From an optimization exercise on the open Yosys and OpenROAD flow, aimed at a short achievable clock period and few clock cycles; shortcuts taken in it are not production practice. The RTL was checked by simulation tests, not by an equivalence proof against the original design. Power figures rest on the tool's default switching activity, not on a simulated workload.

===== flow/design.v =====
module cpu(clk,reset,in,out,N,V,Z,mem_cmd,mem_addr,halt);
  input clk, reset;
  input [15:0] in;
  output [15:0] out;
  output N, V, Z;
  output [1:0] mem_cmd;
  output [8:0] mem_addr;
  output halt;
  function [15:0] carry16;
    input [15:0] g, p;
    input cin;
    reg [15:0] G, P;
    integer i, d;
    begin
      G = g; P = p;
      G[0] = g[0] | (p[0] & cin);
      for (d = 1; d < 16; d = d * 2)
        for (i = 15; i >= d; i = i - 1) begin
          G[i] = G[i] | (P[i] & G[i-d]);
          P[i] = P[i] & P[i-d];
        end
      carry16 = G;
    end
  endfunction
  reg [15:0] R0, R1, R2, R3, R4, R5, R6, R7;
  reg fN, fV, fZ;
  reg halted;
  reg rst2;
  reg hreg;              
  reg [8:0]  pa;
  reg        pf, pl, ps, pr;    
  reg [15:0] md;
  reg [2:0]  plrd;              
  reg        lv;                
  reg [2:0]  lrd;
  reg       gv;          
  reg [8:0] ga;          
  reg [31:0] goh;        
  reg       fv;          
  reg       fc;          
  reg       fr;          
  reg [15:0] cw;
  reg [8:0] fa, fa1;     
  reg [31:0] fa1_oh;
  reg [8:0] fnp;         
  reg [8:0] fno;         
  reg       fhit;        
  reg [31:0] bv, bret, bcall;
  reg [3:0]  btag [0:31];
  reg [8:0]  btgt [0:31];
  reg [8:0]  boff [0:31];      
  reg [8:0]  ras;
  reg [31:0] ras_oh;
  reg [31:0] cv;
  reg [3:0]  ctag [0:31];
  reg [15:0] cdat [0:31];
  reg chit_r;
  reg [15:0] cword;
  reg dflag;             
  reg [31:0] gohd;       
  wire chit = chit_r & ~dflag;
  integer k;
  always @(*) begin
    chit_r = 1'b0; cword = 16'd0;
    for (k = 0; k < 32; k = k + 1) begin
      chit_r = chit_r | goh[k] & cv[k] & ctag[k] == ga[8:5];
      cword = cword | {16{goh[k]}} & cdat[k];
    end
  end
  wire gok = gv & (pf | chit);
  reg [2:0]  qv;
  reg [15:0] qi0, qi1, qi2;    
  reg [8:0]  qc0, qc1, qc2;    
  reg [8:0]  qp0, qp1, qp2;    
  reg [8:0]  qt0, qt1, qt2;    
  reg [8:0]  qn0, qn1, qn2;    
  reg        qa0, qa1, qa2;    
  reg        qb0, qb1, qb2;    
  reg        qh0, qh1, qh2;    
  reg        xv;
  reg        xadd, xand, xmvn, xcmp, xldr, xstr, xbc, xbl, xbx, xblx, xhalt, xsame;
  reg        xwe;
  reg [2:0]  xws, xrd, xcond;
  reg [4:0]  xim;
  reg [8:0]  xoff;
  reg        xzero;
  reg [15:0] xA, xB, xD;
  reg [15:0] xP, xG, xK;      
  reg [8:0]  xc, xp, xt, xn;
  reg        xqa, xqb;
  wire [15:0] csum = carry16(xG, xP, 1'b0);
  wire [15:0] cdif = carry16(xK, ~xP, 1'b1);
  wire [15:0] sum = xP ^ {csum[14:0], 1'b0};
  wire [15:0] dif = ~xP ^ {cdif[14:0], 1'b1};
  wire [15:0] xres = xadd ? sum : xand ? xG : xmvn ? ~xB : xB;
  wire cN = dif[15];
  wire cZ = ~|xP;
  wire cV = xP[15] & (dif[15] ^ xA[15]);
  wire xw = xv & xwe;
  reg ctake;
  always @(*)
    case (xcond)
      3'd0: ctake = 1'b1;
      3'd1: ctake = fZ;
      3'd2: ctake = ~fZ;
      3'd3: ctake = fN ^ fV;
      3'd4: ctake = (fN ^ fV) | fZ;
      default: ctake = 1'b0;
    endcase
  wire take_imm = xbc & ctake | xbl;
  wire take_reg = xbx | xblx;
  wire [8:0] rtgt = xsame ? xp : xD[8:0];
  wire [8:0] xnext = take_imm ? xt : take_reg ? rtgt : xp;    
  wire xred = xv & (take_imm ? ~xqb : take_reg ? rtgt != xn : ~xqa);
  wire hnow = xv & xhalt & ~ps & ~halted;
  wire xstuck = xv & xhalt;
  wire dop = xv & (xldr | xstr);
  wire [8:0] aaddr = xA[8:0] + {{4{xim[4]}}, xim};
  wire xtrain = xv & (take_imm & ~xzero | take_reg & ~xsame);
  reg tw, ti;                 
  reg [8:0] ta, tt, to;
  reg tr, tc;
  wire [15:0] d = qi0;
  wire [2:0] dop3 = d[15:13];
  wire [1:0] dop2 = d[12:11];
  wire [2:0] rn = d[10:8], rd = d[7:5], rm = d[2:0];
  wire [1:0] sh = d[4:3];
  wire i_movi = dop3 == 3'b110 &  dop2[1];
  wire i_movr = dop3 == 3'b110 & ~dop2[1];
  wire i_alu  = dop3 == 3'b101;
  wire i_add  = i_alu & dop2 == 2'b00;
  wire i_cmp  = i_alu & dop2 == 2'b01;
  wire i_and  = i_alu & dop2 == 2'b10;
  wire i_mvn  = i_alu & dop2 == 2'b11;
  wire i_ldr  = dop3 == 3'b011;
  wire i_str  = dop3 == 3'b100;
  wire i_b    = dop3 == 3'b001;
  wire i_bx   = dop3 == 3'b010 & dop2 == 2'b00;
  wire i_blx  = dop3 == 3'b010 & dop2 == 2'b10;
  wire i_bl   = dop3 == 3'b010 & dop2 == 2'b11;
  wire rd_rn = i_alu & ~i_mvn | i_ldr | i_str;
  wire rd_rm = i_movr | i_alu;
  wire rd_rd = i_str | i_bx | i_blx;
  wire wr_rn = i_movi | i_bl | i_blx;
  wire wr_rd = i_movr | i_alu & ~i_cmp;
  reg hz_x, hz_p;           
  reg hz_s;                 
  reg fxn, fxm, fxd;        
  reg fln, flm, fld;        
  wire dgo = qv[0] & ~hz_x & ~hz_p & ~hz_s & ~xstuck;
  function [15:0] rsel;
    input [2:0] s;
    input [15:0] a0, a1, a2, a3, a4, a5, a6, a7;
    case (s)
      3'd0: rsel = a0; 3'd1: rsel = a1; 3'd2: rsel = a2; 3'd3: rsel = a3;
      3'd4: rsel = a4; 3'd5: rsel = a5; 3'd6: rsel = a6; default: rsel = a7;
    endcase
  endfunction
  wire [15:0] rfn = rsel(rn, R0, R1, R2, R3, R4, R5, R6, R7);
  wire [15:0] rfm = rsel(rm, R0, R1, R2, R3, R4, R5, R6, R7);
  wire [15:0] rfd = rsel(rd, R0, R1, R2, R3, R4, R5, R6, R7);
  wire [15:0] vn = fxn ? xres : fln ? in : rfn;
  wire [15:0] vm = flm ? in : rfm;
  wire [15:0] vd = fxd ? xres : fld ? in : rfd;
  reg [15:0] vs;
  always @(*)
    case (sh)
      2'b00: vs = vm;
      2'b01: vs = {vm[14:0], 1'b0};
      2'b10: vs = {1'b0, vm[15:1]};
      default: vs = {vm[15], vm[15:1]};
    endcase
  wire [15:0] dB = fxm ? xres : i_movi ? {{8{d[7]}}, d[7:0]} : (i_bl | i_blx) ? {7'b0, qp0} : vs;
  wire [15:0] w = fc ? cw : in;
  function [3:0] bdec;      
    input [15:0] v;
    reg b, bal, bl, bx;
    begin
      b = v[15:11] == 5'b00100; bal = b & v[10:8] == 3'b000;
      bl = v[15:11] == 5'b01011; bx = v[15:11] == 5'b01000;
      bdec = {bal | bl | b & v[7] | bx, bl, bx, ~bx};
    end
  endfunction
  wire [3:0] bd_i = bdec(in), bd_c = bdec(cw);
  wire [3:0] bd = fc ? bd_c : bd_i;
  wire a_bl = bd[2];
  wire a_bx = bd[1];
  wire [8:0] aimm = {w[7], w[7:0]};
  wire [8:0] atg_i = fa1 + {in[7], in[7:0]};
  wire [8:0] atg_c = fa1 + {cw[7], cw[7:0]};
  wire [8:0] atg = fc ? atg_c : atg_i;
  wire [31:0] atg_oh = fc ? (32'd1 << atg_c[4:0]) : (32'd1 << atg_i[4:0]);
  wire [8:0] roff = ras - fa1;
  wire dq = fv & ~fhit & bd[3];
  wire dred = dq & ~xred;
  wire [8:0] dtg = a_bx ? ras : atg;
  wire [31:0] dtg_oh = a_bx ? ras_oh : atg_oh;
  reg rpend;             
  reg fpend;             
  wire rpend_n = dred & a_bl;
  reg [8:0] rpv;
  reg [31:0] rpoh;
  wire ea_a = ~fv ? 1'b0 : dred ? (a_bx ? ras == fa1 : aimm == 9'd0) : fnp == fa1;
  wire ea_b = ~fv ? 1'b0 : dred ? (a_bx ? roff == aimm : 1'b1) : fno == aimm;
  wire [8:0] ea_n = dred ? dtg : fnp;
  wire ea_h = w[15:13] == 3'b111;
  reg hit_r, hret, hcall;
  reg [8:0] htgt, hoff;
  always @(*) begin
    hit_r = 1'b0; hret = 1'b0; hcall = 1'b0; htgt = 9'd0; hoff = 9'd0;
    for (k = 0; k < 32; k = k + 1) begin
      hit_r = hit_r | goh[k] & bv[k] & btag[k] == ga[8:5];
      hret = hret | goh[k] & bret[k];
      hcall = hcall | goh[k] & bcall[k];
      htgt = htgt | {9{goh[k]}} & btgt[k];
      hoff = hoff | {9{goh[k]}} & boff[k];
    end
  end
  wire [8:0] pa1 = ga + 9'd1;
  wire hit = hit_r & ~dflag;
  wire [8:0] pn = hit ? (hret ? ras : htgt) : pa1;
  wire pop = dgo;
  wire [79:0] e0 = {qi0, qc0, qp0, qt0, qn0, qa0, qb0, qh0};
  wire [79:0] e1 = {qi1, qc1, qp1, qt1, qn1, qa1, qb1, qh1};
  wire [79:0] e2 = {qi2, qc2, qp2, qt2, qn2, qa2, qb2, qh2};
  wire [79:0] ea = {w, fa, fa1, atg, ea_n, ea_a, ea_b, ea_h};
  wire [2:0] sv = pop ? {1'b0, qv[2:1]} : qv;
  wire [79:0] s0 = pop ? e1 : e0;
  wire [79:0] s1 = pop ? e2 : e1;
  reg [79:0] n0, n1, n2;
  reg [2:0] nv;
  always @(*) begin
    n0 = s0; n1 = s1; n2 = e2; nv = sv;
    if (fv) begin
      if (~sv[0]) begin n0 = ea; nv[0] = 1'b1; end
      else if (~sv[1]) begin n1 = ea; nv[1] = 1'b1; end
      else begin n2 = ea; nv[2] = 1'b1; end
    end
    if (xred) nv = 3'b000;
  end
  wire [15:0] ni = n0[54:39];
  wire [2:0] nrn = ni[10:8], nrd = ni[7:5], nrm = ni[2:0];
  wire n_alu = ni[15:13] == 3'b101;
  wire n_mvn = n_alu & ni[12:11] == 2'b11;
  wire n_cmp = n_alu & ni[12:11] == 2'b01;
  wire n_ldr = ni[15:13] == 3'b011;
  wire n_str = ni[15:13] == 3'b100;
  wire n_br  = ni[15:13] == 3'b010;
  wire n_mov = ni[15:13] == 3'b110;
  wire n_rdn = n_alu & ~n_mvn | n_ldr | n_str;
  wire n_rdm = n_mov & ~ni[12] | n_alu;
  wire n_rdd = n_str | n_br & ~ni[11];
  wire n_wrn = n_mov & ni[12] | n_br & ni[12];
  wire n_wrd = n_mov & ~ni[12] | n_alu & ~n_cmp;
  wire dnext = pop & ~xred;                  
  wire [2:0] dws = wr_rn ? rn : rd;
  wire dwr = dnext & (wr_rn | wr_rd);
  wire xl = xv & xldr;                       
  wire [31:0] gohe = dflag ? gohd : goh;
  wire [31:0] goh1 = {gohe[30:0], gohe[31]};
  wire [31:0] pn_oh = hit ? (hret ? ras_oh : (32'd1 << htgt[4:0])) : goh1;
  wire [8:0] nfb = xred ? xnext : gok ? pn : ga;
  wire [31:0] nob = xred ? (32'd1 << xnext[4:0]) : gok ? pn_oh : gohe;
  wire [8:0] nfa = dred ? dtg : nfb;
  wire nfv = gok & ~xred & ~dred;                 
  wire room = ~nv[2] & (~nv[1] | ~gok | xred | dred);
  wire ngv = ~hnow & ~xstuck & ~halted & room;
  wire nfetch = ~dop & ngv;
  always @(posedge clk) begin
    {qi0, qc0, qp0, qt0, qn0, qa0, qb0, qh0} <= n0;
    {qi1, qc1, qp1, qt1, qn1, qa1, qb1, qh1} <= n1;
    {qi2, qc2, qp2, qt2, qn2, qa2, qb2, qh2} <= n2;
    ga <= nfa;
    goh <= nob;
    gohd <= dtg_oh;
    pa <= dop ? aaddr : nfa;
    cw <= cword;
    fa <= ga; fa1 <= pa1; fnp <= pn; fno <= hit ? hoff : 9'd0; fhit <= hit;
    if (xv & xstr) md <= xD;
    if (xv & xldr) plrd <= xrd;
    lrd <= plrd;
    if (xv & xcmp) begin fN <= cN; fV <= cV; fZ <= cZ; end
    hz_x <= dnext & i_ldr & (n_rdn & nrn == rd | n_rdm & nrm == rd | n_rdd & nrd == rd |
                             n_wrn & nrn == rd | n_wrd & nrd == rd);
    hz_p <= xl & (n_rdn & nrn == xrd | n_rdm & nrm == xrd | n_rdd & nrd == xrd);
    fxn <= dwr & nrn == dws; fxm <= dwr & n_rdm & nrm == dws;
    hz_s <= dwr & n_rdm & nrm == dws & ni[4:3] != 2'b00; fxd <= dwr & nrd == dws;
    fln <= pl & nrn == plrd; flm <= pl & nrm == plrd; fld <= pl & nrd == plrd;
    if (~xstuck) begin
      xadd <= i_add; xand <= i_and; xmvn <= i_mvn; xcmp <= i_cmp;
      xldr <= i_ldr; xstr <= i_str; xbc <= i_b; xbl <= i_bl; xbx <= i_bx; xblx <= i_blx;
      xhalt <= qh0; xsame <= i_blx & rd == rn;
      xwe <= wr_rn | wr_rd;
      xws <= wr_rn ? rn : rd;
      xrd <= rd; xcond <= rn; xim <= d[4:0];
      xoff <= {d[7], d[7:0]}; xzero <= d[7:0] == 8'd0;
      xA <= vn; xB <= dB; xD <= vd;
      xP <= vn ^ dB; xG <= vn & dB; xK <= vn & ~dB;
      xc <= qc0; xp <= qp0; xt <= qt0; xn <= qn0; xqa <= qa0; xqb <= qb0;
    end
    if (xred & (xbl | xblx)) begin ras <= xp; ras_oh <= 32'd1 << xp[4:0]; end
    else if (rpend) begin ras <= rpv; ras_oh <= rpoh; end
    else if (fpend & ~xred) begin ras <= rpv; ras_oh <= rpoh; end
    fpend <= gok & hit & hcall & ~xred & ~dred;
    rpv <= rpend_n ? fa1 : pa1; rpoh <= rpend_n ? fa1_oh : goh1;
    fa1_oh <= goh1;
    if (fr) begin ctag[fa[4:0]] <= fa[8:5]; cdat[fa[4:0]] <= in; end
    ta <= xc; tt <= xnext; to <= xoff; tr <= xbx; tc <= xbl | xblx;
    if (tw) begin
      btag[ta[4:0]] <= ta[8:5];
      btgt[ta[4:0]] <= tt;
      boff[ta[4:0]] <= to;
      bret[ta[4:0]] <= tr;
      bcall[ta[4:0]] <= tc;
    end
    if (reset) begin
      qv <= 3'b000; xv <= 1'b0; fv <= 1'b0; lv <= 1'b0; halted <= 1'b0; hreg <= 1'b0;
      tw <= 1'b0; ti <= 1'b0; fr <= 1'b0; fc <= 1'b0; gv <= 1'b1; ga <= 9'd0; goh <= 32'd1;
      pa <= 9'd0; pf <= 1'b1; pr <= 1'b1; pl <= 1'b0; ps <= 1'b0;
      dflag <= 1'b0; rpend <= 1'b0; fpend <= 1'b0;
    end else begin
      qv <= nv;
      dflag <= dred;
      rpend <= dred & a_bl;
      if (~xstuck) xv <= dgo & ~xred;
      fv <= nfv;
      fc <= ~pf;
      fr <= pf;
      gv <= ngv;
      if (fr) cv[fa[4:0]] <= 1'b1;
      if (ps) cv[pa[4:0]] <= 1'b0;
      pf <= nfetch;
      pl <= xv & xldr;
      ps <= xv & xstr;
      pr <= nfetch | xv & xldr;
      lv <= pl;
      if (hnow) halted <= 1'b1;
      hreg <= halted | hnow |
              ~(xv & xstr) & (xstuck ? 1'b1 : dgo & ~xred & qh0);
      tw <= xtrain; ti <= xred;
      if (tw) bv[ta[4:0]] <= 1'b1;
      else if (ti) bv[ta[4:0]] <= 1'b0;
    end
    rst2 <= reset;
    if (rst2) begin
      bv <= 32'd0; cv <= 32'd0; ras <= 9'd0; ras_oh <= 32'd1;
    end
  end
  always @(posedge clk) begin
    if (xw & xws == 3'd0) R0 <= xres; else if (lv & lrd == 3'd0) R0 <= in;
    if (xw & xws == 3'd1) R1 <= xres; else if (lv & lrd == 3'd1) R1 <= in;
    if (xw & xws == 3'd2) R2 <= xres; else if (lv & lrd == 3'd2) R2 <= in;
    if (xw & xws == 3'd3) R3 <= xres; else if (lv & lrd == 3'd3) R3 <= in;
    if (xw & xws == 3'd4) R4 <= xres; else if (lv & lrd == 3'd4) R4 <= in;
    if (xw & xws == 3'd5) R5 <= xres; else if (lv & lrd == 3'd5) R5 <= in;
    if (xw & xws == 3'd6) R6 <= xres; else if (lv & lrd == 3'd6) R6 <= in;
    if (xw & xws == 3'd7) R7 <= xres; else if (lv & lrd == 3'd7) R7 <= in;
  end
  assign mem_addr = pa;
  assign mem_cmd = {ps, pr};
  assign out = md;
  assign halt = hreg;
  assign N = fN; assign V = fV; assign Z = fZ;
endmodule

===== flow/run.sh =====
#!/bin/bash
# synth_recipe.tcl (not shown) runs the flow's synth.tcl, then flattens the netlist and writes it again
# the make line also repeats each setting of config.mk as NAME=value (left out here)
make -C /OpenROAD-flow-scripts/flow DESIGN_CONFIG=/design/flow/config.mk WORK_HOME=/design/flow/orfs CLKGATE_MAP_FILE= SYNTH_SCRIPT=/design/flow/synth_recipe.tcl finish

===== flow/config.mk =====
export PLATFORM = sky130hd
export DESIGN_NAME = cpu
export DESIGN_NICKNAME = cpu
export VERILOG_FILES = /design/flow/design.v
export SDC_FILE = /design/flow/constraint.sdc
export NUM_CORES = 4
export LEC_CHECK = 0
export ABC_CLOCK_PERIOD_IN_PS = 2500
export CAP_MARGIN = 30
export CORE_MARGIN = 2
export CORE_UTILIZATION = 40
export PLACE_DENSITY = 0.6
export SETUP_SLACK_MARGIN = 3.5
export SLEW_MARGIN = 30
export TNS_END_PERCENT = 100

===== flow/constraint.sdc =====
create_clock -name core_clock -period 6.0 [get_ports {clk}]
set_input_delay 1.2000 -clock core_clock [delete_from_list [all_inputs] [get_ports {clk}]]
set_output_delay 1.2000 -clock core_clock [all_outputs]
set_load 0.01 [all_outputs]

==> run notes, run 1 <==
The flow ran to the end and the layout has no timing, DRC or antenna violations. In this run the horizontal extent of the chip is a little under 500 µm. The cell type contributing the most total cell area after synthesis is sky130_fd_sc_hd__edfxtp_1. The number of hold-repair buffers added at the cts stage came out at 0. The utilization after layout is between 40 and 50%. The quantity of I/O buffers inserted on ports is 48.

The detailed-route DRC error count came out at 0. The worst path in the final design needs a cycle of 3310 ps, including I/O delays and setup. The total via count after detailed routing came out at between 60000 and 70000.

The post-synthesis compound-gate area fraction is about 13%. Using the TritonRoute via totals, the vias-per-cell ratio works out to 6.32. Summed over all nets, the half-perimeter wirelength after detailed placement is between 200000 and 250000 µm.

The gate count after technology mapping is 7016. The die area came out at between 200000 and 250000 µm². The max-capacitance violation count came out at 0.

The final critical-path share of the clock period came out at approximately 55%. The total core area came out at about 230000 µm². At the pin with the least slew margin, the transition time is 1180 ps. After synthesis, the largest family of logic cells by area is compound AO/OA/AOI/OAI gates. The global-route total usage across every layer came out at between 20% and 30%. The footprint of the multi-input gates is ~33000 µm². Counting every net in the synthesized netlist gives 7115.

The total number of placement rows came out at roughly 180. The largest stage delay on the critical path came out at roughly 640 ps. The peak ir drop on the vdd network is between 300 and 400 µV. In this run the biggest area consumer among cell types represents between 50% and 60% of the synthesized area. The deepest level of the CTS H-tree came out at 4. The area used by sequential logic in the layout came out at roughly 62000 µm². The cell area after placement came out at just under 100000 µm². The clock slew seen by the registers of the worst setup and hold paths is 70 ps.

Data arrives at the worst endpoint at around 4200 ps. The number of buffers on the longest clock path came out at 3. For this block, the routed nets add up to between 300000 and 400000 µm of wire. The share of synthesized cell area in full adder, half adder and majority cells came out at 1.13%. After filler insertion, the fill cell instance count of the layout stands at around 19000. The first TritonRoute pass finished after 8 iterations. At the worst endpoint, the required time is 6850 ps.

The fraction of layout instances using a drive strength above 1 is a little over a quarter. The total I/O pin count came out at a little under 50. The total number of clock tree sinks came out at 2219.

The post-synthesis cell type count came out at 96. The final total power came out at 58.5 mW. In this run the tightest slew margin relative to its limit is between 20% and 30%. The number of warnings issued by yosys is 1. The library cells used most frequently in the layout, excluding fill and tap cells, are 1736 x sky130_fd_sc_hd__edfxtp_1, 405 x sky130_fd_sc_hd__a22oi_1, 390 x sky130_fd_sc_hd__buf_4, 384 x sky130_fd_sc_hd__dfxtp_1, 367 x sky130_fd_sc_hd__nor2_1. The number of nets at the end of the flow came out at roughly 7600. The critical path in this run is classified as reg -> reg. The largest individual stage delay along the critical path comes from the cell sky130_fd_sc_hd__o41a_4. The fraction of the yosys area taken by sequential cells is roughly 67%. Counting flops with a built-in enable in the synthesized netlist gives approximately 1700. The simple-gate portion of the synthesized area is roughly 7.8%. Setup repair after global routing could not meet its margin everywhere. The number of buffers created by CTS came out at around 220. The area share of xor/xnor cells in the synthesized design is between 3 and 4%. The signal on the critical path passes through buf_16, inv_2, o2111ai_1, nor3_1, nor4_2, nand4_1, o41a_4, buf_4, mux2_4, a211oi_4, and2_1. The number of failing hold endpoints at the final stage was 0. Counting both buffers and inverters, the worst setup path holds a total of 3. Leaving out fill and tap cells, the most frequent cell in the layout is sky130_fd_sc_hd__edfxtp_1. The total of flip-flops plus latches after synthesis came out at around 2200. The weighted congestion at the end of routability-driven global placement came out at ~0.93. The min-delay analysis places its worst path in the category reg -> reg. The initial antenna violation count is 18. The clock tree from TritonCTS is done. The post-synthesis instance area came out at a little over 90000 µm².

The async set-or-reset flop fraction in the synthesized netlist is 0%. The remaining global-route overflow is 0. The post-synthesis area per instance is 13.2 µm². The clock reaches the later pin of the worst-skew pair after 920 ps. Relative to the synthesized area, the layout overhead comes to 24.0%. The max-slew violation count came out at 0. The overall die height came out at about 490 µm. The DRC violation total after the first TritonRoute iteration is between 10000 and 15000. The power density over the cells is about 500 nW/µm². The portion of synthesized area spent on multiplexers is roughly 5.6%. The final routed wire length divided by cell count came out at 32.9 µm.

The biggest fanout along the worst timing path is 11. The first global-routing pass estimated just under 500000 µm of wire. Among all flip-flop cells after synthesis, the most frequent one is sky130_fd_sc_hd__edfxtp_1.

The final count of negative-setup-slack endpoints is 0. The worst setup path is launched from a flop. For the final routed database, the setup TNS stands at 0 ps. The number of antenna-violating nets in the routed design is 0. The final setup skew is between 60 and 70 ps. In this design, the largest share of critical-path delay is due to compound AO/OA/AOI/OAI gates.

The via count of the first global-routing pass is ~63000. The category of the worst setup path capture point is a flop. The buffer type at the clock tree root is sky130_fd_sc_hd__clkbuf_16. In the post-synthesis netlist, the biggest area contributors are sky130_fd_sc_hd__edfxtp_1 56%, sky130_fd_sc_hd__dfxtp_1 10%, sky130_fd_sc_hd__a22oi_1 3.3%.

The initial core utilization is slightly above 40%. The post-route cell area is roughly 110000 µm². The highest clock frequency the design can meet came out at just over 0.3 GHz. Entering global routing, the biggest net connects 94 pins. The leakage component of the power came out at a little over 40 nW.
## final cells by class
| cell class | count | area share (%) |
|---|---|---|
| flip-flops and latches | 2219 | 54.0 |
| inverters | 150 | 0.513 |
| clock inverters | 129 | 1.27 |
| clock buffers | 283 | 5.13 |
| well taps | 3026 | 3.29 |
| repair buffers | 719 | 7.10 |
| diodes | 11 | 0.0239 |
| multi-input cells | 4185 | 28.7 |
## per-layer routing
layer	global-route usage, %	routed length (µm)	up-vias
li1	-	-	27900
met1	38.4	133000	34100
met2	44.6	158000	4734
met3	6.16	41400	1040
met4	13.8	20600	14
met5	0	80	-
## report_power, final
group | switching, mW | total [mW] | leakage, nW | internal [mW]
logic | 13.3 | 22.3 | 17.0 | 8.94
registers | 2.57 | 22.1 | 19.9 | 19.5
clock network | 6.22 | 14.1 | 3.59 | 7.93
## state kept, by name (all words and copies together) (netlist names), 32 cells and up, named ones only
| signal | count |
|---|---|
| bcall | 32 |
| boff | 256 |
| bret | 32 |
| btag | 128 |
| btgt | 288 |
| cdat | 512 |
| ctag | 128 |
| cv | 32 |
| fa1_oh | 32 |
| goh | 32 |
| gohd | 32 |
| ras_oh | 32 |
| rpoh | 32 |
## worst reg2reg max path: cells and delay by family, from the launching register on
| kind | cells | cell delay, ps |
|---|---|---|
| AO/OA/AOI/OAI | 3 | 1160 |
| AND/OR/NAND/NOR | 4 | 790 |
| buffers and inverters | 3 | 570 |
| flip-flops | 1 | 440 |
| multiplexers | 1 | 310 |
## cell usage after synthesis (all sizes together) (79+ instances only)
| library cell | number |
|---|---|
| nand3 | 112 |
| dfxtp | 483 |
| mux2 | 132 |
| xor2 | 209 |
| mux2i | 274 |
| nor2 | 510 |
| a21oi | 418 |
| edfxtp | 1736 |
| a22oi | 410 |
| nor3 | 144 |
| a211oi | 79 |
| nand4 | 158 |
| xnor2 | 151 |
| clkbuf | 325 |
| inv | 149 |
| buf | 154 |
| a22o | 153 |
| a221oi | 101 |
| o21ai | 298 |
| nand2 | 371 |
## metrics by stage
stage	setup WS [ps]	instances	hold WS, ps
2_1_floorplan	2520	7016	323
3_3_place_gp	1540	9830	332
3_5_place_dp	1430	9849	334
4_1_cts	2820	10600	345
5_1_grt	2650	10700	356
6_report	2690	10700	349
## kinds of logic (layout without fill, tap and decap cells)
logic type | Yosys count | count (layout)
other | 0 | 11
AOI/OAI and AO/OA | 1743 | 1743
DFF | 2219 | 2219
xor gates and xnor gates | 360 | 360
adders and majority gates | 81 | 81
muxes | 447 | 447
buffers and inverters | 629 | 1281
and+or+nand+nor | 1537 | 1554
## final timing paths
| check | slack, ps | from | depth (start not counted) | end |
|---|---|---|---|---|
| worst max-delay path | 2690 | ga[6] | 11 | ga[2] |
| worst min register to register | 350 | xc[6] | 0 | ta[6] |
| worst min-delay path | 350 | xc[6] | 0 | ta[6] |
| worst max register to register | 2690 | ga[6] | 11 | ga[2] |
## what timing repair did
action | CTS | global route
setup buffers | 287 | 115
resized for setup | 869 | 421
endpoints found under the setup margin | 1645 | 771
gates cloned | 38 | 9
pin swaps | 181 | 176
Testbench counts, summed over its fixed seeds: cycles 27,257.
==> inputs of run 2 (changes only) <==
--- a/flow/design.v
+++ b/flow/design.v
@@ -68,15 +68,15 @@
     end
   end
   wire gok = gv & (pf | chit);
-  reg [2:0]  qv;
-  reg [15:0] qi0, qi1, qi2;    
-  reg [8:0]  qc0, qc1, qc2;    
-  reg [8:0]  qp0, qp1, qp2;    
-  reg [8:0]  qt0, qt1, qt2;    
-  reg [8:0]  qn0, qn1, qn2;    
-  reg        qa0, qa1, qa2;    
-  reg        qb0, qb1, qb2;    
-  reg        qh0, qh1, qh2;    
+  reg [4:0]  qv;
+  reg [15:0] qi0;    
+  reg [8:0]  qc0;    
+  reg [8:0]  qp0;    
+  reg [8:0]  qt0;    
+  reg [8:0]  qn0;    
+  reg        qa0;    
+  reg        qb0;    
+  reg        qh0;    
   reg        xv;
   reg        xadd, xand, xmvn, xcmp, xldr, xstr, xbc, xbl, xbx, xblx, xhalt, xsame;
   reg        xwe;
@@ -109,9 +109,12 @@
     endcase
   wire take_imm = xbc & ctake | xbl;
   wire take_reg = xbx | xblx;
-  wire [8:0] rtgt = xsame ? xp : xD[8:0];
-  wire [8:0] xnext = take_imm ? xt : take_reg ? rtgt : xp;    
-  wire xred = xv & (take_imm ? ~xqb : take_reg ? rtgt != xn : ~xqa);
+  reg  [8:0] xrt;             
+  reg        xrmis;           
+  reg  [31:0] xt_oh, xp_oh, xrt_oh;    
+  wire [8:0] xnext = take_imm ? xt : take_reg ? xrt : xp;    
+  wire [31:0] xnext_oh = take_imm ? xt_oh : take_reg ? xrt_oh : xp_oh;
+  wire xred = xv & (take_imm ? ~xqb : take_reg ? xrmis : ~xqa);
   wire hnow = xv & xhalt & ~ps & ~halted;
   wire xstuck = xv & xhalt;
   wire dop = xv & (xldr | xstr);
@@ -171,6 +174,7 @@
       default: vs = {vm[15], vm[15:1]};
     endcase
   wire [15:0] dB = fxm ? xres : i_movi ? {{8{d[7]}}, d[7:0]} : (i_bl | i_blx) ? {7'b0, qp0} : vs;
+  wire [8:0] d_rt = (i_blx & rd == rn) ? qp0 : vd[8:0];
   wire [15:0] w = fc ? cw : in;
   function [3:0] bdec;      
     input [15:0] v;
@@ -221,23 +225,23 @@
   wire [8:0] pn = hit ? (hret ? ras : htgt) : pa1;
   wire pop = dgo;
   wire [79:0] e0 = {qi0, qc0, qp0, qt0, qn0, qa0, qb0, qh0};
-  wire [79:0] e1 = {qi1, qc1, qp1, qt1, qn1, qa1, qb1, qh1};
-  wire [79:0] e2 = {qi2, qc2, qp2, qt2, qn2, qa2, qb2, qh2};
+  reg [79:0] qe [1:4];
   wire [79:0] ea = {w, fa, fa1, atg, ea_n, ea_a, ea_b, ea_h};
-  wire [2:0] sv = pop ? {1'b0, qv[2:1]} : qv;
-  wire [79:0] s0 = pop ? e1 : e0;
-  wire [79:0] s1 = pop ? e2 : e1;
-  reg [79:0] n0, n1, n2;
-  reg [2:0] nv;
+  wire [4:0] sv = pop ? {1'b0, qv[4:1]} : qv;
+  reg [79:0] nq [0:4];
+  reg [4:0] nv;
+  reg placed;
+  integer m;
   always @(*) begin
-    n0 = s0; n1 = s1; n2 = e2; nv = sv;
-    if (fv) begin
-      if (~sv[0]) begin n0 = ea; nv[0] = 1'b1; end
-      else if (~sv[1]) begin n1 = ea; nv[1] = 1'b1; end
-      else begin n2 = ea; nv[2] = 1'b1; end
-    end
-    if (xred) nv = 3'b000;
+    nq[0] = pop ? qe[1] : e0;
+    for (m = 1; m < 4; m = m + 1) nq[m] = pop ? qe[m+1] : qe[m];
+    nq[4] = qe[4];
+    nv = sv; placed = 1'b0;
+    for (m = 0; m < 5; m = m + 1)
+      if (fv & ~placed & ~sv[m]) begin nq[m] = ea; nv[m] = 1'b1; placed = 1'b1; end
+    if (xred) nv = 5'd0;
   end
+  wire [79:0] n0 = nq[0];
   wire [15:0] ni = n0[54:39];
   wire [2:0] nrn = ni[10:8], nrd = ni[7:5], nrm = ni[2:0];
   wire n_alu = ni[15:13] == 3'b101;
@@ -260,16 +264,15 @@
   wire [31:0] goh1 = {gohe[30:0], gohe[31]};
   wire [31:0] pn_oh = hit ? (hret ? ras_oh : (32'd1 << htgt[4:0])) : goh1;
   wire [8:0] nfb = xred ? xnext : gok ? pn : ga;
-  wire [31:0] nob = xred ? (32'd1 << xnext[4:0]) : gok ? pn_oh : gohe;
+  wire [31:0] nob = xred ? xnext_oh : gok ? pn_oh : gohe;
   wire [8:0] nfa = dred ? dtg : nfb;
   wire nfv = gok & ~xred & ~dred;                 
-  wire room = ~nv[2] & (~nv[1] | ~gok | xred | dred);
+  wire room = ~nv[4] & (~nv[3] | ~gok | xred | dred);
   wire ngv = ~hnow & ~xstuck & ~halted & room;
   wire nfetch = ~dop & ngv;
   always @(posedge clk) begin
     {qi0, qc0, qp0, qt0, qn0, qa0, qb0, qh0} <= n0;
-    {qi1, qc1, qp1, qt1, qn1, qa1, qb1, qh1} <= n1;
-    {qi2, qc2, qp2, qt2, qn2, qa2, qb2, qh2} <= n2;
+    for (m = 1; m < 5; m = m + 1) qe[m] <= nq[m];
     ga <= nfa;
     goh <= nob;
     gohd <= dtg_oh;
@@ -290,6 +293,8 @@
       xadd <= i_add; xand <= i_and; xmvn <= i_mvn; xcmp <= i_cmp;
       xldr <= i_ldr; xstr <= i_str; xbc <= i_b; xbl <= i_bl; xbx <= i_bx; xblx <= i_blx;
       xhalt <= qh0; xsame <= i_blx & rd == rn;
+      xrt <= d_rt; xrmis <= d_rt != qn0; xrt_oh <= 32'd1 << d_rt[4:0];
+      xt_oh <= 32'd1 << qt0[4:0]; xp_oh <= 32'd1 << qp0[4:0];
       xwe <= wr_rn | wr_rd;
       xws <= wr_rn ? rn : rd;
       xrd <= rd; xcond <= rn; xim <= d[4:0];
@@ -298,7 +303,7 @@
       xP <= vn ^ dB; xG <= vn & dB; xK <= vn & ~dB;
       xc <= qc0; xp <= qp0; xt <= qt0; xn <= qn0; xqa <= qa0; xqb <= qb0;
     end
-    if (xred & (xbl | xblx)) begin ras <= xp; ras_oh <= 32'd1 << xp[4:0]; end
+    if (xred & (xbl | xblx)) begin ras <= xp; ras_oh <= xp_oh; end
     else if (rpend) begin ras <= rpv; ras_oh <= rpoh; end
     else if (fpend & ~xred) begin ras <= rpv; ras_oh <= rpoh; end
     fpend <= gok & hit & hcall & ~xred & ~dred;
@@ -314,7 +319,7 @@
       bcall[ta[4:0]] <= tc;
     end
     if (reset) begin
-      qv <= 3'b000; xv <= 1'b0; fv <= 1'b0; lv <= 1'b0; halted <= 1'b0; hreg <= 1'b0;
+      qv <= 5'd0; xv <= 1'b0; fv <= 1'b0; lv <= 1'b0; halted <= 1'b0; hreg <= 1'b0;
       tw <= 1'b0; ti <= 1'b0; fr <= 1'b0; fc <= 1'b0; gv <= 1'b1; ga <= 9'd0; goh <= 32'd1;
       pa <= 9'd0; pf <= 1'b1; pr <= 1'b1; pl <= 1'b0; ps <= 1'b0;
       dflag <= 1'b0; rpend <= 1'b0; fpend <= 1'b0;
==> run 2 against run 1 <==
Compared with the run above:
- clock power up 17%
- sequential power up 9%
- die area up 9.7%
- register-to-register slack about the same
- wire length up 19%
- critical path type is now in -> reg
- critical path depth unchanged
- combinational power up 4%
- non-clock buffer count up 254
==> run notes, run 2 <==
The half-perimeter wire length of the detailed placement result is ~230000 µm. The footprint of the multi-input gates came out at 36900 µm². The total number of placement rows came out at roughly 190. The via density per instance came out at roughly 6.4. The share of the synthesized area in the top cell type came out at about three fifths. Walking the worst path, the cells encountered are buf_4, ha_1, a21o_1, a211o_1, a2111oi_4, nor2_1, and3_1, or4_4, o21ai_4, a21oi_2, a221oi_2. The area share of xor/xnor cells in the synthesized design came out at 3.15%. Yosys mapped a number of flops with a built-in enable equal to 2037.

The via count of the first global-routing pass is about 72000. The post-synthesis compound-gate area fraction is roughly an eighth. The final routed wire length divided by cell count is 34.7 µm. The class of the tightest hold or removal check is reg -> reg. The library cell used most frequently in the layout, excluding fill and tap cells, is sky130_fd_sc_hd__edfxtp_1. For the final routed database, the setup TNS stands at 0 ps. After synthesis, the largest family of logic cells by area is compound AO/OA/AOI/OAI gates. The normalized max-slew margin came out at 29.7%.

The final total power is about 64 mW. After the last flow step, the layout net total stands at 8600. The core region is ~250000 µm².

The simple-gate portion of the synthesized area is approximately 8.6%. The area used by sequential logic in the layout is a little under 70000 µm². For this design, the sink count on the clock tree is around 2400. The transition at the pin with the smallest max-transition slack is 1050 ps. The clock slew seen by the registers of the worst setup and hold paths came out at approximately 60 ps. The final routed wirelength across all metal layers came out at 419000 µm. The fraction of the yosys area taken by sequential cells came out at 67.8%. The clock insertion delay at the later pin of the skew report came out at around 950 ps. The global-route total usage across every layer is between 30% and 40%.

The power density over the cells came out at 485 nW/µm². The number of antenna-violating nets in the routed design is 0. The time the worst path needs with I/O delays and setup came out at around 3300 ps. By startpoint and endpoint, the worst setup path is classified as in -> reg.

Once the floorplan was initialized, standard cells occupied 40.1% of the core. STA classifies the critical path startpoint as an input port. Routability-driven placement finished with a final weighted congestion of about 0.94.

The clock arrives with about 60 ps of skew. The global-route wire length before repair is between 500000 and 600000 µm. The initial antenna violation count is 21.

The flow ran to the end and the layout has no timing, DRC or antenna violations. The predominant post-synthesis flop cell is sky130_fd_sc_hd__edfxtp_1. The library cells used most frequently in the layout, excluding fill and tap cells, are 2037 x sky130_fd_sc_hd__edfxtp_1, 512 x sky130_fd_sc_hd__nand2_1, 467 x sky130_fd_sc_hd__buf_4, 409 x sky130_fd_sc_hd__a22oi_1, 341 x sky130_fd_sc_hd__nor2_1. From synthesis to final layout, the design area changed by 29.3%. The die area came out at 259000 µm². The number of failing hold endpoints at the final stage is 0. The data arrival time of the critical path came out at between 4000 and 5000 ps. The number of flip-flops under the largest register name is about 510. The mux cell area share after synthesis is under 10%.

For this design, the slowest cell found on the critical path is sky130_fd_sc_hd__or4_4. The die width is between 500 and 600 µm. In this run the register-to-register setup slack is approximately 2700 ps.

The max-capacitance violation count came out at 0. In this run the static leakage power is 46.5 nW. The number of buffers created by CTS came out at roughly 270. The synthesized design spends more area on one cell type than any other, namely sky130_fd_sc_hd__edfxtp_1.

The post-synthesis instance area is 102000 µm². The detailed router finished its first iteration with between 10000 and 15000 violations. The fraction of layout instances using a drive strength above 1 is between 30% and 40%. Setup violations remaining at the end of the flow were counted as 0.

The number of buffers on the longest clock path came out at 4. By area the synthesized netlist is led by sky130_fd_sc_hd__edfxtp_1 60%, sky130_fd_sc_hd__dfxtp_1 7.7%, sky130_fd_sc_hd__a22oi_1 3.1%. In the synthesized netlist the async set-or-reset flop fraction comes to 0%. The buffer type at the clock tree root is sky130_fd_sc_hd__clkbuf_16. The critical path data required time is between 6000 and 7000 ps. The gate count after technology mapping came out at around 7800. From bottom edge to top edge, the die measures roughly 510 µm. The detailed-route DRC error count came out at 0. The detailed router placed 77800 vias in this run. TritonCTS built the clock tree.

The number of warnings issued by yosys came out at 3. The max-slew violation count is 0. Setup repair after global routing could not meet its margin everywhere. The post-synthesis cell type count came out at 99. Buffers inserted to repair hold after CTS numbered 0.

The final critical-path share of the clock period is between 50% and 60%. The number of nets in the synthesized netlist is between 7000 and 8000. The biggest fanout along the worst timing path came out at 13.

The total I/O pin count is 49. The maximum number of pins on one net before global-route repair came out at 90. The final-layout fill cell count is roughly 21000. The highest clock frequency the design can meet is roughly 0.30 GHz. The quantity of I/O buffers inserted on ports is 48. The deepest level of the CTS H-tree came out at 5. In this design, the stage delay of the slowest critical-path cell is a little under 500 ps.

Counting flops and latches in the post-synthesis netlist gives ~2400. The peak ir drop on the vdd network is 398 µV. The worst setup path is captured at a flop. By count the netlist is led by 2037 x sky130_fd_sc_hd__edfxtp_1, 671 x sky130_fd_sc_hd__nand2_1, 509 x sky130_fd_sc_hd__o21ai_0.

The post-synthesis area per instance is roughly 13 µm². The iteration count of the initial detailed-routing pass came out at 6. sky130_fd_sc_hd__edfxtp_1 is the most common cell in the netlist. The remaining global-route overflow came out at 0. Summing the areas of all fa, ha and maj instances in the mapped netlist gives between 1 and 1.5% of the synthesized area.
## run 2: final cells by class
| cell class | instances | share of cell area (%) |
|---|---|---|
| diodes | 18 | 0.0342 |
| well taps | 3366 | 3.20 |
| repair buffers | 973 | 9.04 |
| clock buffers | 376 | 5.84 |
| inverters | 174 | 0.543 |
| multi-input cells | 4651 | 28.0 |
| flip-flops and latches | 2428 | 52.6 |
| clock inverters | 97 | 0.712 |
## run 2: routing by layer
| metal | global-route usage (%) | vias to the layer above | share of wire [%] |
|---|---|---|---|
| met5 | 0 | - | 0.029 |
| met4 | 16.2 | 18 | 6.6 |
| met3 | 8.08 | 1406 | 14 |
| met2 | 44.9 | 6129 | 43 |
| met1 | 41.2 | 39000 | 37 |
| li1 | - | 31200 | - |
## run 2: critical path, delay by kind of cell
family / cells / cell delay, ps
AO/OA/AOI/OAI: 6 / 1590
adder cells (fa/ha/maj): 1 / 380
buffers and inverters: 1 / 200
AND/OR/NAND/NOR: 3 / 760
## run 2: path summary, 6_finish.rpt
kind | startpoint | end | depth (start not counted)
hold / removal | xc[6] | ta[6] | 0
setup reg to reg | fa1[0] | pa[8] | 11
hold reg to reg | xc[6] | ta[6] | 0
setup / recovery | in[2] | pa[8] | 11
## run 2: through the flow
step	std cells	cell area [µm²]	hold slack [ps]	worst slack (ps)	util (%)
floorplan	7753	102000	323	2320	-
global placement	10900	107000	334	1480	42.1
detailed placement	10900	107000	327	1390	42.2
CTS	11900	126000	341	2710	49.8
global route	12100	132000	352	2600	51.9
finish	12100	132000	342	2670	51.9
## run 2: power breakdown
part | leakage [nW] | internal [mW] | switching (mW) | total [mW]
sequential | 22.3 | 21.3 | 2.67 | 24.0
clock | 4.21 | 9.68 | 6.86 | 16.5
combinational | 20.0 | 9.15 | 14.1 | 23.2
total | 46.5 | 40.2 | 23.6 | 63.8
## run 2: cells by family (layout without fill, tap and decap cells)
group,count (synthesis),in the layout
other,0,18
and+or+nand+nor,1910,1929
xor gates and xnor gates,366,366
buffers and inverters,695,1620
AOI/OAI and AO/OA,1913,1914
adders and majority gates,80,80
DFF,2428,2428
muxes,361,362
## run 2: timing repair
item	CTS	global route
cloned	86	32
gates resized for setup	1445	837
endpoints found under the hold margin	0	0
setup endpoints to repair	2008	1405
pin swaps	356	340
setup buffers	403	168
Testbench counts of run 2, summed over its fixed seeds: cycles 27,027.
==> inputs of run 3 (changes only) <==
--- a/flow/design.v
+++ b/flow/design.v
@@ -110,11 +110,10 @@
   wire take_imm = xbc & ctake | xbl;
   wire take_reg = xbx | xblx;
   reg  [8:0] xrt;             
-  reg        xrmis;           
   reg  [31:0] xt_oh, xp_oh, xrt_oh;    
   wire [8:0] xnext = take_imm ? xt : take_reg ? xrt : xp;    
   wire [31:0] xnext_oh = take_imm ? xt_oh : take_reg ? xrt_oh : xp_oh;
-  wire xred = xv & (take_imm ? ~xqb : take_reg ? xrmis : ~xqa);
+  wire xred = xv & (take_imm ? ~xqb : take_reg ? xrt != xn : ~xqa);
   wire hnow = xv & xhalt & ~ps & ~halted;
   wire xstuck = xv & xhalt;
   wire dop = xv & (xldr | xstr);
@@ -293,7 +292,7 @@
       xadd <= i_add; xand <= i_and; xmvn <= i_mvn; xcmp <= i_cmp;
       xldr <= i_ldr; xstr <= i_str; xbc <= i_b; xbl <= i_bl; xbx <= i_bx; xblx <= i_blx;
       xhalt <= qh0; xsame <= i_blx & rd == rn;
-      xrt <= d_rt; xrmis <= d_rt != qn0; xrt_oh <= 32'd1 << d_rt[4:0];
+      xrt <= d_rt; xrt_oh <= 32'd1 << d_rt[4:0];
       xt_oh <= 32'd1 << qt0[4:0]; xp_oh <= 32'd1 << qp0[4:0];
       xwe <= wr_rn | wr_rd;
       xws <= wr_rn ? rn : rd;
==> run 3 against run 2 <==
Compared with the run above:
- critical path type is now reg -> reg
- highest routed layer unchanged
- combinational power is 25% lower
- register-to-register slack barely moved
- non-clock buffer count down 19
- via count is 0.61% lower
- clock-buffer cell count shrank 42
- cell count shrank 0.46%
- largest cell class unchanged
- synthesized area down 0.18%
- still clean
- largest power group unchanged
- sequential cell count is 8 higher
- sequential power is 5% lower
==> run notes, run 3 <==
The worst setup path is captured at a flop. The number of antenna-violating nets in the routed design is 0. The final-layout setup total negative slack came out at 0 ps. The clock slew seen by the registers of the worst setup and hold paths is roughly 60 ps. The most common library cell in the layout ignoring fill and taps is sky130_fd_sc_hd__edfxtp_1. The peak ir drop on the vdd network is approximately 370 µV. The share of power burned in the clock network is approximately 28%. Setup violations remaining at the end of the flow were counted as 0. The total I/O pin count is just under 50.

The min-delay analysis places its worst path in the category reg -> reg. TritonCTS built the clock tree. The highest clock frequency the design can meet came out at just over 0.3 GHz.

The quantity of I/O buffers inserted on ports came out at 48. The number of nets at the end of the flow is 8531. The weighted congestion at the end of routability-driven global placement is 0.938. The register with the most flip-flops in the layout has slightly above 500 of them.

The total core area is approximately 250000 µm². The iteration count of the initial detailed-routing pass came out at 6. The share of total power in sequential cells is a little over 40%.

In the synthesized netlist the dominant register cell turns out to be sky130_fd_sc_hd__edfxtp_1. The cell type contributing the most total cell area after synthesis is sky130_fd_sc_hd__edfxtp_1. The total of flip-flops plus latches after synthesis came out at roughly 2400. In this run the cell area measured after placement is ~110000 µm². The maximum number of pins on one net before global-route repair is approximately 100.

For this design the static power due to leakage is 45.6 nW. Once the floorplan was initialized, standard cells occupied between 40% and 50% of the core. After synthesis, the most frequently instantiated cells are 2045 x sky130_fd_sc_hd__edfxtp_1, 691 x sky130_fd_sc_hd__nand2_1, 520 x sky130_fd_sc_hd__o21ai_0. For this run, the total global-route usage over all layers was measured as 29.7%. The biggest fanout along the worst timing path is 3. The final-layout fill cell count came out at approximately 21000. The overall die height came out at 508 µm. In this run the core area contains around 190 standard-cell rows. The critical path data required time is 6630 ps. The start point of the worst hold path is xc[4]. Of the available clock period, the critical path in the final layout requires 55.3%. For the worst setup path, the data arrival time is 3950 ps. Buffers inserted to repair hold after CTS numbered 0. The via count of the first global-routing pass was about 72000. The number of buffers on the longest clock path is 3.

The half-perimeter wire length of the detailed placement result is between 200000 and 250000 µm. The async set-or-reset flop fraction in the synthesized netlist is 0%. The cell sitting at the root of the clock tree is a sky130_fd_sc_hd__clkbuf_16. The die width is between 500 and 600 µm. Per report_power, the combinational group accounts for around 31% of the total. The power density over the cells came out at between 400 and 500 nW/µm². The detailed-route DRC error count came out at 0. The worst setup path is launched from a flop. The library cell with the highest instance count after synthesis is sky130_fd_sc_hd__edfxtp_1. The clock reaches the later pin of the worst-skew pair after between 900 and 1000 ps. The post-synthesis instance area is ~100000 µm². Setup repair after global routing could not meet its margin everywhere. For the pin with the worst max-slew slack, the measured transition is approximately 1200 ps. The growth of design area from synthesis to finish came out at 26.9%.

The gate count after technology mapping is around 7700. The fraction of the yosys area taken by sequential cells came out at between 60% and 70%. For this run the aggregate overflow at the end of global routing stands at 0. The final routed wirelength across all metal layers is between 400000 and 500000 µm.

The critical path launch point is xG[0]. The number of buffers created by CTS is about 240. The die area is 258000 µm². In the post-synthesis netlist, the biggest area contributors are sky130_fd_sc_hd__edfxtp_1 60%, sky130_fd_sc_hd__dfxtp_1 7.7%, sky130_fd_sc_hd__a22oi_1 3.0%.

The final setup skew is roughly 80 ps. The post-synthesis cell type count is 89. The number of synthesized flops with an enable pin came out at between 2000 and 2500. The slack of the worst reg-to-reg path is around 2700 ps. Dividing the detail-routed wire length by the instance count gives 33.8 µm. With fillers left out, the area of the finished cells amounts to around 130000 µm². The number of failing hold endpoints at the final stage was 0. Across all hold checks on the routed design, the worst slack comes to about 320 ps. The tool flagged a number of max-cap violations equal to 0. The DRC violation total after the first TritonRoute iteration is 12900.

Of the cells placed in the final design, the portion with a size suffix greater than 1 is approximately 27%. Summed over all nets, the switching power comes to 19.4 mW. After layout, the design draws a total of around 56 mW. The number of warnings issued by yosys is 3. The internal portion of the total power is 36.9 mW. The post-synthesis area per instance came out at approximately 13 µm².

The startpoint of the most critical register-to-register path is xG[0]. The detailed router placed between 70000 and 80000 vias in this run. In the layout the commonest cells are 2045 x sky130_fd_sc_hd__edfxtp_1, 622 x sky130_fd_sc_hd__nand2_1, 456 x sky130_fd_sc_hd__buf_4, 405 x sky130_fd_sc_hd__a22oi_1, 326 x sky130_fd_sc_hd__o21ai_0. Measured against its own limit, the worst slew margin works out to about 17%. The via density per instance is approximately 6.4. The max-slew violation count was 0.

The switching share of power came out at roughly a third. The worst setup path is of the reg -> reg kind. The global-route wire length before repair is between 500000 and 600000 µm.

The time the worst path needs with I/O delays and setup came out at ~3300 ps. The share of the synthesized area in the top cell type came out at 60.4%. The run finished with no timing, DRC or antenna violations. The initial antenna violation count is 28. The net count after synthesis is between 7000 and 8000. The total number of clock tree sinks came out at roughly 2400. The deepest level of the CTS H-tree is 4.
[run 3: cell count changes after synthesis, moves of 18 or more]
cell	before	now
sky130_fd_sc_hd__a21oi_1	256	333
sky130_fd_sc_hd__buf_1	62	104
sky130_fd_sc_hd__o31ai_1	47	12
sky130_fd_sc_hd__mux2_2	125	93
sky130_fd_sc_hd__a32oi_1	3	33
sky130_fd_sc_hd__nand3_1	188	159
sky130_fd_sc_hd__nand2_1	671	691
sky130_fd_sc_hd__nor2_1	489	469
sky130_fd_sc_hd__a22o_1	105	123
[run 3: logic make-up (layout without fill, tap and decap cells)]
logic type / Yosys count / in the layout / synth area share [%]
compound gates: 1972 / 1974 / 12.9
simple gates: 1867 / 1890 / 8.39
flops: 2436 / 2436 / 68.1
fa+ha+maj: 80 / 80 / 1.01
xor+xnor: 342 / 342 / 2.95
mux: 334 / 334 / 3.75
other cells: 0 / 11 / 0
buf+inv: 711 / 1595 / 2.87
[run 3: area by class of cell]
cell class	instances	area, µm²	share of cell area [%]
clock buffer	334	6730	5.21
tap	3366	4210	3.27
timing repair buffer	954	11400	8.84
inverter	179	742	0.575
multi-input combinational	4620	34700	26.9
timing repair inverter	1	7.51	0.00582
antenna	11	27.5	0.0213
sequential	2436	69500	53.9
clock inverter	127	1640	1.27
[run 3: power by group through the flow]
stage | logic [mW] | clock network, mW | registers (mW)
after detailed placement | 10.6 | 0 | 23.3
after CTS | 15.0 | 16.0 | 22.8
after global routing | 17.9 | 16.6 | 23.0
after global placement | 10.4 | 0 | 23.2
after floorplan | 6.84 | 0 | 22.0
final | 17.4 | 16.0 | 22.9
[run 3: timing repair]
item / 4_1_cts / 5_1_grt
resized for setup: 1294 / 548
hold endpoints to repair: 0 / 0
setup endpoints to repair: 1945 / 1184
cloned: 79 / 37
setup buffers: 400 / 151
pin swaps: 319 / 175
[run 3: critical path, stage by stage, from the launching register on]
cell,delay [ps]
sky130_fd_sc_hd__edfxtp_1,420
sky130_fd_sc_hd__ha_2,200
sky130_fd_sc_hd__o21a_1,190
sky130_fd_sc_hd__o21a_1,210
sky130_fd_sc_hd__o2111a_2,290
sky130_fd_sc_hd__o41ai_4,400
sky130_fd_sc_hd__buf_4,200
sky130_fd_sc_hd__nand2_2,50
sky130_fd_sc_hd__a21oi_2,140
sky130_fd_sc_hd__xnor2_1,130
sky130_fd_sc_hd__a21oi_1,90
sky130_fd_sc_hd__buf_4,170
sky130_fd_sc_hd__mux2_4,280
sky130_fd_sc_hd__ha_4,260
sky130_fd_sc_hd__inv_2,20
[run 3: final timing paths]
path,end,cells after the start
worst max-delay path,xP[10],14
worst min-delay path,ta[4],0
worst max register to register,xP[10],14
worst min register to register,ta[4],0
[run 3: through the flow]
step | worst slack, ps | utilization, % | cells
detailed placement | 1210 | 42.1 | 10900
finish | 2680 | 50.9 | 12000
global placement | 1180 | 42.0 | 10900
CTS | 2800 | 49.3 | 11800
global route | 2630 | 50.9 | 12000
floorplan | 2380 | - | 7742
[run 3: per-layer routing]
layer / global-route usage [%] / up-vias / part of all wire, %
met5: 0 / - / 0.030
met4: 15.8 / 18 / 6.8
li1: - / 31100 / -
met3: 7.05 / 1352 / 13
met1: 40.0 / 38900 / 37
met2: 44.4 / 5998 / 43
Testbench counts of run 3, summed over its fixed seeds: cycles 27,027.
==> inputs of run 4 (changes only) <==
--- a/flow/design.v
+++ b/flow/design.v
@@ -116,8 +116,6 @@
   wire xred = xv & (take_imm ? ~xqb : take_reg ? xrt != xn : ~xqa);
   wire hnow = xv & xhalt & ~ps & ~halted;
   wire xstuck = xv & xhalt;
-  wire dop = xv & (xldr | xstr);
-  wire [8:0] aaddr = xA[8:0] + {{4{xim[4]}}, xim};
   wire xtrain = xv & (take_imm & ~xzero | take_reg & ~xsame);
   reg tw, ti;                 
   reg [8:0] ta, tt, to;
@@ -145,11 +143,12 @@
   wire rd_rd = i_str | i_bx | i_blx;
   wire wr_rn = i_movi | i_bl | i_blx;
   wire wr_rd = i_movr | i_alu & ~i_cmp;
-  reg hz_x, hz_p;           
+  reg hz_x;                 
   reg hz_s;                 
   reg fxn, fxm, fxd;        
   reg fln, flm, fld;        
-  wire dgo = qv[0] & ~hz_x & ~hz_p & ~hz_s & ~xstuck;
+  wire hz_m = (i_ldr | i_str) & (fxn | fln);
+  wire dgo = qv[0] & ~hz_x & ~hz_s & ~hz_m & ~xstuck;
   function [15:0] rsel;
     input [2:0] s;
     input [15:0] a0, a1, a2, a3, a4, a5, a6, a7;
@@ -174,6 +173,8 @@
     endcase
   wire [15:0] dB = fxm ? xres : i_movi ? {{8{d[7]}}, d[7:0]} : (i_bl | i_blx) ? {7'b0, qp0} : vs;
   wire [8:0] d_rt = (i_blx & rd == rn) ? qp0 : vd[8:0];
+  wire dop = dgo & ~xred & (i_ldr | i_str);           
+  wire [8:0] aaddr = rfn[8:0] + {{4{d[4]}}, d[4:0]};
   wire [15:0] w = fc ? cw : in;
   function [3:0] bdec;      
     input [15:0] v;
@@ -258,7 +259,6 @@
   wire dnext = pop & ~xred;                  
   wire [2:0] dws = wr_rn ? rn : rd;
   wire dwr = dnext & (wr_rn | wr_rd);
-  wire xl = xv & xldr;                       
   wire [31:0] gohe = dflag ? gohd : goh;
   wire [31:0] goh1 = {gohe[30:0], gohe[31]};
   wire [31:0] pn_oh = hit ? (hret ? ras_oh : (32'd1 << htgt[4:0])) : goh1;
@@ -278,13 +278,11 @@
     pa <= dop ? aaddr : nfa;
     cw <= cword;
     fa <= ga; fa1 <= pa1; fnp <= pn; fno <= hit ? hoff : 9'd0; fhit <= hit;
-    if (xv & xstr) md <= xD;
-    if (xv & xldr) plrd <= xrd;
+    if (dop & i_str) md <= vd;
+    if (dop & i_ldr) plrd <= rd;
     lrd <= plrd;
     if (xv & xcmp) begin fN <= cN; fV <= cV; fZ <= cZ; end
-    hz_x <= dnext & i_ldr & (n_rdn & nrn == rd | n_rdm & nrm == rd | n_rdd & nrd == rd |
-                             n_wrn & nrn == rd | n_wrd & nrd == rd);
-    hz_p <= xl & (n_rdn & nrn == xrd | n_rdm & nrm == xrd | n_rdd & nrd == xrd);
+    hz_x <= dnext & i_ldr & (n_rdn & nrn == rd | n_rdm & nrm == rd | n_rdd & nrd == rd);
     fxn <= dwr & nrn == dws; fxm <= dwr & n_rdm & nrm == dws;
     hz_s <= dwr & n_rdm & nrm == dws & ni[4:3] != 2'b00; fxd <= dwr & nrd == dws;
     fln <= pl & nrn == plrd; flm <= pl & nrm == plrd; fld <= pl & nrd == plrd;
@@ -334,13 +332,13 @@
       if (fr) cv[fa[4:0]] <= 1'b1;
       if (ps) cv[pa[4:0]] <= 1'b0;
       pf <= nfetch;
-      pl <= xv & xldr;
-      ps <= xv & xstr;
-      pr <= nfetch | xv & xldr;
+      pl <= dop & i_ldr;
+      ps <= dop & i_str;
+      pr <= nfetch | dop & i_ldr;
       lv <= pl;
       if (hnow) halted <= 1'b1;
       hreg <= halted | hnow |
-              ~(xv & xstr) & (xstuck ? 1'b1 : dgo & ~xred & qh0);
+              (xstuck ? 1'b1 : dgo & ~xred & qh0);
       tw <= xtrain; ti <= xred;
       if (tw) bv[ta[4:0]] <= 1'b1;
       else if (ti) bv[ta[4:0]] <= 1'b0;
==> run 4 against run 3 <==
Compared with the run above:
- combinational power up 58%
- fmax down 1.4%
- global-route usage decreased by 0.47 points
- cell area down 1.1%
- clock-buffer cell count fell by 1
- critical path type unchanged
- critical endpoint is now pa[8]
- largest cell class unchanged
==> run notes, run 4 <==
The buffer type at the clock tree root is sky130_fd_sc_hd__clkbuf_16. By instance count, the leading cell after synthesis is sky130_fd_sc_hd__edfxtp_1. The total via count after detailed routing is ~76000.

Data on the critical path arrives at its endpoint at around 4200 ps. The total of flip-flops plus latches after synthesis came out at about 2400. The number of antenna-violating nets in the routed design is 0. The final count of negative-setup-slack endpoints came out at 0. The peak ir drop on the vdd network is 392 µV.

The die width came out at between 500 and 600 µm. The class of the tightest hold or removal check is reg -> reg. For this design, the CTS-stage hold fixing added 0 buffers.

The overall die height came out at about 510 µm. After layout, the worst path uses 56.1% of the clock period. The area used by sequential logic in the layout is 68600 µm². In the synthesized netlist the dominant register cell turns out to be sky130_fd_sc_hd__edfxtp_1.

The final setup skew is 84.1 ps. The final-layout fill cell count came out at between 20000 and 25000. The power density over the cells is between 500 and 600 nW/µm².

The worst setup path is captured at a flop. The via count of the first global-routing pass is between 70000 and 80000. The post-synthesis cell type count is 94. The post-synthesis area per instance came out at ~13 µm². The transition at the pin with the smallest max-transition slack is about 1100 ps. The max-capacitance violation count came out at 0. The share of synthesized area in the top cell type comes to between 60% and 70%.

For this run, the top clock speed supported by timing is slightly below 0.3 GHz. The initial antenna violation count came out at 29. Prior to clock tree synthesis, the placed netlist has a worst setup slack of approximately 1400 ps.

The iteration count of the initial detailed-routing pass is 7. The number of failing hold endpoints at the final stage is 0. The run finished with no timing, DRC or antenna violations. The clock tree from TritonCTS is done. For this run, asynchronously set or reset flops after synthesis account for 0%. The critical path goes through clkinvlp_4, nand2_2, o22ai_1, a211oi_2, ha_1, a21oi_2, nor2_1, nor2_1, o21bai_1, a21oi_2, o21ai_1, xnor3_2, nor3_4, a311o_1. The largest stage delay on the critical path is about 420 ps. Synthesis produced a netlist with a net count of a little under 8000. The gate count after technology mapping is approximately 7700. The smallest setup slack after layout came out at ~2600 ps. The number of synthesized flops with an enable pin came out at 2018.

The element type at the critical path start is a flop. The total number of clock tree sinks is 2408. The slowest stage of the critical path belongs to the cell sky130_fd_sc_hd__dfxtp_4.

The initial core utilization came out at between 40 and 50%. Dividing the detail-routed via count by the number of cells gives about 6.4. Summed over all layers, the routed wires come to approximately 400000 µm.

By count the netlist is led by 2018 x sky130_fd_sc_hd__edfxtp_1, 588 x sky130_fd_sc_hd__nand2_1, 538 x sky130_fd_sc_hd__nor2_1. The number of warnings issued by yosys is 3. After synthesis, the cell types taking the most area are sky130_fd_sc_hd__edfxtp_1 60%, sky130_fd_sc_hd__dfxtp_1 7.8%, sky130_fd_sc_hd__a22oi_1 3.0%.

The time the worst path needs with I/O delays and setup is 3360 ps. The DRC violation total after the first TritonRoute iteration is 12200. 49 I/O pins were placed. The max-slew violation count came out at 0. The number of nets at the end of the flow is about 8400. The library cell used most frequently in the layout, excluding fill and tap cells, is sky130_fd_sc_hd__edfxtp_1. The clock reaches the later pin of the worst-skew pair after around 960 ps.

The clock slew seen by the registers of the worst setup and hold paths came out at about 60 ps. In this run the tightest slew margin relative to its limit is between 20 and 30%. The leakage component of the power came out at between 40 and 50 nW. The class of the most critical setup path is reg -> reg. The fraction of the yosys area taken by sequential cells is between 60 and 70%. The weighted congestion at the end of routability-driven global placement came out at 0.937. The die covers approximately 260000 µm². Along the worst path, the maximum fanout reaches 6. The number of flip-flops under the largest register name is 512.

Setup repair after global routing could not meet its margin everywhere. The largest total area in the synthesized netlist belongs to sky130_fd_sc_hd__edfxtp_1. The critical path data required time is between 6000 and 7000 ps. The fraction of layout instances using a drive strength above 1 came out at between 20% and 30%.

The finished layout holds 11900 standard cells, fillers aside. The global-route total usage across every layer is approximately 29%. In the final routed layout, each cell accounts on average for 33.3 µm. The first global-routing pass estimated 535000 µm of wire.

The slack of the worst reg-to-reg path is 2640 ps. The number of placed cells counting well taps is approximately 11000. The final-layout setup total negative slack is 0 ps. The quantity of I/O buffers inserted on ports is between 40 and 50. The half-perimeter wire length of the detailed placement result came out at between 200000 and 250000 µm. The remaining global-route overflow is 0. In the final layout, the multi-input gates occupy between 30000 and 40000 µm².

The post-synthesis instance area is 101000 µm². The number of buffers on the longest clock path is 3. The library cells used most frequently in the layout, excluding fill and tap cells, are 2018 x sky130_fd_sc_hd__edfxtp_1, 505 x sky130_fd_sc_hd__nand2_1, 433 x sky130_fd_sc_hd__buf_4, 401 x sky130_fd_sc_hd__a22oi_1, 391 x sky130_fd_sc_hd__nor2_1. The detailed-route DRC error count came out at 0.

The maximum number of pins on one net before global-route repair is 77. The initialized floorplan defines between 150 and 200 standard-cell rows. Relative to the synthesized area, the layout overhead comes to 26.8%.

The core region is roughly 250000 µm². The number of buffers created by CTS is 240. The deepest level of the CTS H-tree came out at 4.
run 4: changes by cell type after synthesis, moves of 18 or more:
cell / before / now
sky130_fd_sc_hd__nand2_1: 691 / 588
sky130_fd_sc_hd__nor2_1: 469 / 538
sky130_fd_sc_hd__o21ai_0: 520 / 455
sky130_fd_sc_hd__nor3_1: 132 / 86
sky130_fd_sc_hd__nand3_1: 159 / 201
sky130_fd_sc_hd__nor4_1: 39 / 77
sky130_fd_sc_hd__o31ai_1: 12 / 49
sky130_fd_sc_hd__nand4_1: 177 / 144
sky130_fd_sc_hd__a32oi_1: 33 / 4
sky130_fd_sc_hd__edfxtp_1: 2045 / 2018
sky130_fd_sc_hd__a211oi_1: 117 / 96
sky130_fd_sc_hd__a22o_1: 123 / 141
run 4: path summary, 6_finish.rpt:
| check | from | endpoint | depth (start not counted) |
|---|---|---|---|
| max reg2reg | qi0[8] | pa[8] | 14 |
| min | xc[1] | ta[1] | 0 |
| min reg2reg | xc[1] | ta[1] | 0 |
| max | qi0[8] | pa[8] | 14 |
run 4: per-layer routing:
| layer | up-vias | global-route usage, % | routed length [µm] | part of all wire [%] |
|---|---|---|---|---|
| met5 | - | 0 | 115 | 0.029 |
| met4 | 16 | 14.2 | 26100 | 6.6 |
| met3 | 1300 | 6.52 | 50500 | 13 |
| met2 | 5839 | 43.9 | 172000 | 43 |
| met1 | 38100 | 40.0 | 147000 | 37 |
| li1 | 30700 | - | - | - |
run 4: logic make-up after synthesis:
| family | count (synthesis) | synth area share [%] |
|---|---|---|
| xor+xnor | 346 | 3.03 |
| buf+inv | 701 | 2.89 |
| fa+ha+maj | 82 | 1.05 |
| mux | 316 | 3.50 |
| flops | 2408 | 68.0 |
| compound gates | 1958 | 13.0 |
| simple gates | 1853 | 8.47 |
run 4: metrics by stage:
step	utilization (%)	cell area (µm²)	power [mW]	hold slack, ps
after floorplan	-	101000	34.2	323
after global placement	42.2	106000	41.9	327
after detailed placement	42.3	106000	42.3	327
after CTS	48.9	123000	62.7	338
after global routing	50.9	128000	68.8	346
final	50.9	128000	67.2	342
run 4: critical path: cells and delay by family (launching register included):
kind	cells	cell delay [ps]
buffers and inverters	1	200
adder cells (fa/ha/maj)	1	360
AO/OA/AOI/OAI	7	1420
AND/OR/NAND/NOR	4	620
XOR/XNOR	1	280
flip-flops	1	420
run 4: what timing repair did:
item | CTS | global route
resized for setup | 1172 | 677
gates cloned | 69 | 42
pin swaps | 264 | 291
setup buffers | 312 | 153
setup endpoints to repair | 1916 | 1255
run 4: cell type report:
type	count	share of cell area [%]
Sequential cell	2408	53.8
Multi-Input combinational cell	4592	27.7
Tap cell	3348	3.28
Clock inverter	127	1.04
Antenna cell	13	0.0255
Inverter	167	0.561
Clock buffer	333	5.26
Timing Repair Buffer	887	8.36
run 4: where the power goes:
part	switching [mW]	internal, mW
Clock	6.77	8.62
Sequential	2.47	21.8
Combinational	16.9	10.6
Testbench counts of run 4, summed over its fixed seeds: cycles 26,603.

## static timing again, ports no longer ideal
No port has a modelled driver above. Below, the same layouts with a new extraction and two added sets of constraints. Step 1 (the two cells are an assumption about what drives the block):
set clk [get_ports {clk}]
set_driving_cell -lib_cell sky130_fd_sc_hd__clkbuf_16 $clk
set_driving_cell -lib_cell sky130_fd_sc_hd__buf_2 [delete_from_list [all_inputs] $clk]
Step 2 times the ports against the registers' clock, not the clock port: input delays grow and output delays shrink by t, the midpoint of the rising clock arrivals with the driver on. Three values: no drivers, after step 1, after step 2; two values: the first two.
| run | t, ns | slack for setup (ns) | hold WS [ns] | latest minus earliest clock arrival (ns) | worst data-port slew with drivers (ns) |
|---|---|---|---|---|---|
| run 1 | 0.971 | 2.689 / 2.689 / 1.992 | 0.349 / 0.349 / 0.349 | 0.064 / 0.064 | 0.09 |
| run 2 | 1.014 | 2.669 / 2.647 / 1.633 | 0.342 / 0.342 / 0.342 | 0.059 / 0.059 | 0.19 |
| run 3 | 0.993 | 2.684 / 2.684 / 1.791 | 0.325 / 0.325 / 0.325 | 0.084 / 0.084 | 0.13 |
| run 4 | 1.017 | 2.637 / 2.637 / 1.930 | 0.342 / 0.342 / 0.342 | 0.084 / 0.084 | 0.23 |
After both steps setup and hold are still met in every run listed. For run 2, which loses most, drivers alone change the setup slack by -0.022 ns; drivers and shift together by -1.036 ns.
